From an optimization exercise on the open Yosys and OpenROAD flow, aimed at small area and a short achievable clock period; shortcuts taken in it are not production practice.
Where RTL was checked, it was by simulation tests only, not by an equivalence proof against the original.
No activity file was given, so power comes from the tool's default toggle rates.

## fadd_sub
module fadd_sub(
  input  logic        clk_i,
  input  logic [31:0] operand_a,
  input  logic [31:0] operand_b,
  output logic [31:0] result_o
);
Size in the first run: about 1000 cells after synthesis, about 60 flip-flops, about 97 I/O pins, about 6300 um2 of cells after synthesis.
export LEC_CHECK = 0
export ABC_AREA = 1
export CAP_MARGIN = 20
export CORE_MARGIN = 2
export CORE_UTILIZATION = 40
export SLEW_MARGIN = 20
create_clock -name core_clock -period 12.0 [get_ports {clk_i}]
standard.sh (not shown) runs the stock make flow with config.mk's settings and CLKGATE_MAP_FILE= SYNTH_SCRIPT=/design/flow/synth_recipe.tcl, a recipe that flattens the netlist after the stock synthesis.
==> flow/flow/run.sh <==
#!/bin/bash
# Own layout flow: the standard ORFS flow (standard.sh), with two changes:
#  - ports are buffered with sky130_fd_sc_hd__buf_1 (which repair may upsize)
#    instead of the clkdlybuf4s50_1 that buffer_ports picks by default;
#  - repair_timing aims for a setup slack margin of MARGIN ns.
# Every tool's output goes to the ORFS logs under orfs/logs and to standard.log.
set -euo pipefail
MARGIN=$(cat flow/margin 2>/dev/null || echo 5)
export BUFFER_PORTS_ARGS="-buffer_cell sky130_fd_sc_hd__buf_1"
bash standard.sh SETUP_SLACK_MARGIN=$MARGIN finish > standard.log 2>&1
==> flow/flow/margin <==
5.8
Next try:
--- a/flow/design.v
+++ b/flow/design.v
@@ -35,56 +35,56 @@
   wire ep8 = xp[4] & ep5;
   wire eg9 = eg2 | (ep2 & eg5);
   wire ep9 = ep2 & ep5;
   wire eg10 = eg6 | (ep6 & eg5);
   wire ep10 = ep6 & ep5;
   wire eg11 = eg7 | (ep7 & eg5);
   wire ep11 = ep7 & ep5;
-  wire [7:0]  xG = {eg11, eg10, eg9, eg8, eg5, eg4, eg0, xg[0]};
-  wire [7:0]  xP;
-  assign xP[0] = xp[0];
-  assign xP[1] = xP[0] & xp[1];
-  assign xP[2] = xP[1] & xp[2];
-  assign xP[3] = xP[2] & xp[3];
-  assign xP[4] = xP[3] & xp[4];
-  assign xP[5] = xP[4] & xp[5];
-  assign xP[6] = xP[5] & xp[6];
-  assign xP[7] = xP[6] & xp[7];
-  wire        a_exp_gt = xG[7];               
-  wire        exp_eq = xP[7];                 
+  wire [7:0]  gE = {eg11, eg10, eg9, eg8, eg5, eg4, eg0, xg[0]};
+  wire [7:0]  pE;
+  assign pE[0] = xp[0];
+  assign pE[1] = pE[0] & xp[1];
+  assign pE[2] = pE[1] & xp[2];
+  assign pE[3] = pE[2] & xp[3];
+  assign pE[4] = pE[3] & xp[4];
+  assign pE[5] = pE[4] & xp[5];
+  assign pE[6] = pE[5] & xp[6];
+  assign pE[7] = pE[6] & xp[7];
+  wire        a_exp_gt = gE[7];               
+  wire        exp_eq = pE[7];                 
   wire [7:0]  d;                              
   wire        corr = za ^ zb;
   assign d[0] = a_exp_gt ? (xp[0] ^ ~corr) : ~(xp[0] ^ corr);
-  assign d[1] = a_exp_gt ? (xp[1] ^ (xG[0] | (xP[0] & ~corr))) : ~(xp[1] ^ (xG[0] | (xP[0] & corr)));
-  assign d[2] = a_exp_gt ? (xp[2] ^ (xG[1] | (xP[1] & ~corr))) : ~(xp[2] ^ (xG[1] | (xP[1] & corr)));
-  assign d[3] = a_exp_gt ? (xp[3] ^ (xG[2] | (xP[2] & ~corr))) : ~(xp[3] ^ (xG[2] | (xP[2] & corr)));
-  assign d[4] = a_exp_gt ? (xp[4] ^ (xG[3] | (xP[3] & ~corr))) : ~(xp[4] ^ (xG[3] | (xP[3] & corr)));
-  assign d[5] = a_exp_gt ? (xp[5] ^ (xG[4] | (xP[4] & ~corr))) : ~(xp[5] ^ (xG[4] | (xP[4] & corr)));
-  assign d[6] = a_exp_gt ? (xp[6] ^ (xG[5] | (xP[5] & ~corr))) : ~(xp[6] ^ (xG[5] | (xP[5] & corr)));
-  assign d[7] = a_exp_gt ? (xp[7] ^ (xG[6] | (xP[6] & ~corr))) : ~(xp[7] ^ (xG[6] | (xP[6] & corr)));
+  assign d[1] = a_exp_gt ? (xp[1] ^ (gE[0] | (pE[0] & ~corr))) : ~(xp[1] ^ (gE[0] | (pE[0] & corr)));
+  assign d[2] = a_exp_gt ? (xp[2] ^ (gE[1] | (pE[1] & ~corr))) : ~(xp[2] ^ (gE[1] | (pE[1] & corr)));
+  assign d[3] = a_exp_gt ? (xp[3] ^ (gE[2] | (pE[2] & ~corr))) : ~(xp[3] ^ (gE[2] | (pE[2] & corr)));
+  assign d[4] = a_exp_gt ? (xp[4] ^ (gE[3] | (pE[3] & ~corr))) : ~(xp[4] ^ (gE[3] | (pE[3] & corr)));
+  assign d[5] = a_exp_gt ? (xp[5] ^ (gE[4] | (pE[4] & ~corr))) : ~(xp[5] ^ (gE[4] | (pE[4] & corr)));
+  assign d[6] = a_exp_gt ? (xp[6] ^ (gE[5] | (pE[5] & ~corr))) : ~(xp[6] ^ (gE[5] | (pE[5] & corr)));
+  assign d[7] = a_exp_gt ? (xp[7] ^ (gE[6] | (pE[6] & ~corr))) : ~(xp[7] ^ (gE[6] | (pE[6] & corr)));
   wire [23:0] ma_s = ma, mb_s = mb;
   wire        a_gt_b = a_exp_gt | (exp_eq & (operand_a[22:0] > operand_b[22:0]));
   wire        zero = (d[7:5] != 3'd0);                      
   wire        sub = sa ^ sb;
-  wire [23:0] big   = a_gt_b ? ma : mb;
-  wire [23:0] small = a_gt_b ? mb_s : ma_s;
-  wire [23:0] sh1 = d[0] ? {1'b0, small[23:1]} : small;
+  wire [23:0] m_big   = a_gt_b ? ma : mb;
+  wire [23:0] m_small = a_gt_b ? mb_s : ma_s;
+  wire [23:0] sh1 = d[0] ? {1'b0, m_small[23:1]} : m_small;
   wire [23:0] sh2 = d[1] ? {2'b0, sh1[23:2]} : sh1;
   wire [23:0] sh4 = d[2] ? {4'b0, sh2[23:4]} : sh2;
   wire [23:0] sh8 = d[3] ? {8'b0, sh4[23:8]} : sh4;
   logic        r_sign, r_sub;
   logic [7:0]  r_exp;
   logic [23:0] r_x, r_y;
   logic [4:4] r_d;
   logic        r_zero;
   always_ff @(posedge clk_i) begin
     r_sign <= a_gt_b ? sa : sb;
     r_sub  <= sub;
     r_exp  <= a_gt_b ? ea : eb;
-    r_x    <= big;
+    r_x    <= m_big;
     r_y    <= sh8;
     r_d    <= d[4:4];
     r_zero <= zero;
   end
   wire [23:0] r_sh16 = r_d[4] ? {16'b0, r_y[23:16]} : r_y;
   wire [23:0] y = (r_zero ? 24'd0 : r_sh16) ^ {24{r_sub}};
   wire [24:0] p = {r_x ^ y, 1'b0};
Result: Global-route usage barely changes; hold slack gets worse by 0.050 ns; via count falls slightly; total power is lower by a few percent; worst setup slack degrades by 0.016 ns; area after synthesis is unchanged; synthesized cell count stays the same; fmax is about the same; flip-flop and latch count does not change.
No functional check of the RTL was part of the first run of this note.

## port drivers added, routing unchanged
In the flow no input, the clock included, has a driving cell. The finished layouts below were timed again as built, in two steps. Step 1, drivers: a clkbuf_16 drives clk_i and a buf_2 each remaining input, both assumed. Step 2 moves the port delays by t, midway between the first and last clock arrival at a register: inputs arrive t later, outputs are due t later. That takes back most of the time a late clock gives input paths. a / b / c = no drivers / after step 1 / after step 2; a / b = the first two.
| run | shift t [ns] | slack for setup (ns) | hold slack, ns | latest minus earliest clock arrival (ns) |
|---|---|---|---|---|
| the first run | 0.350 | 6.214 / 6.181 / 6.205 | 2.389 / 2.382 / 2.732 | 0.006 / 0.005 |
| the second run | 0.349 | 6.197 / 6.163 / 6.185 | 2.340 / 2.331 / 2.681 | 0.007 / 0.007 |
After both steps every run listed still meets setup and hold. For the second run, which loses most, drivers alone change the setup slack by -0.034 ns; drivers and shift together by -0.012 ns.
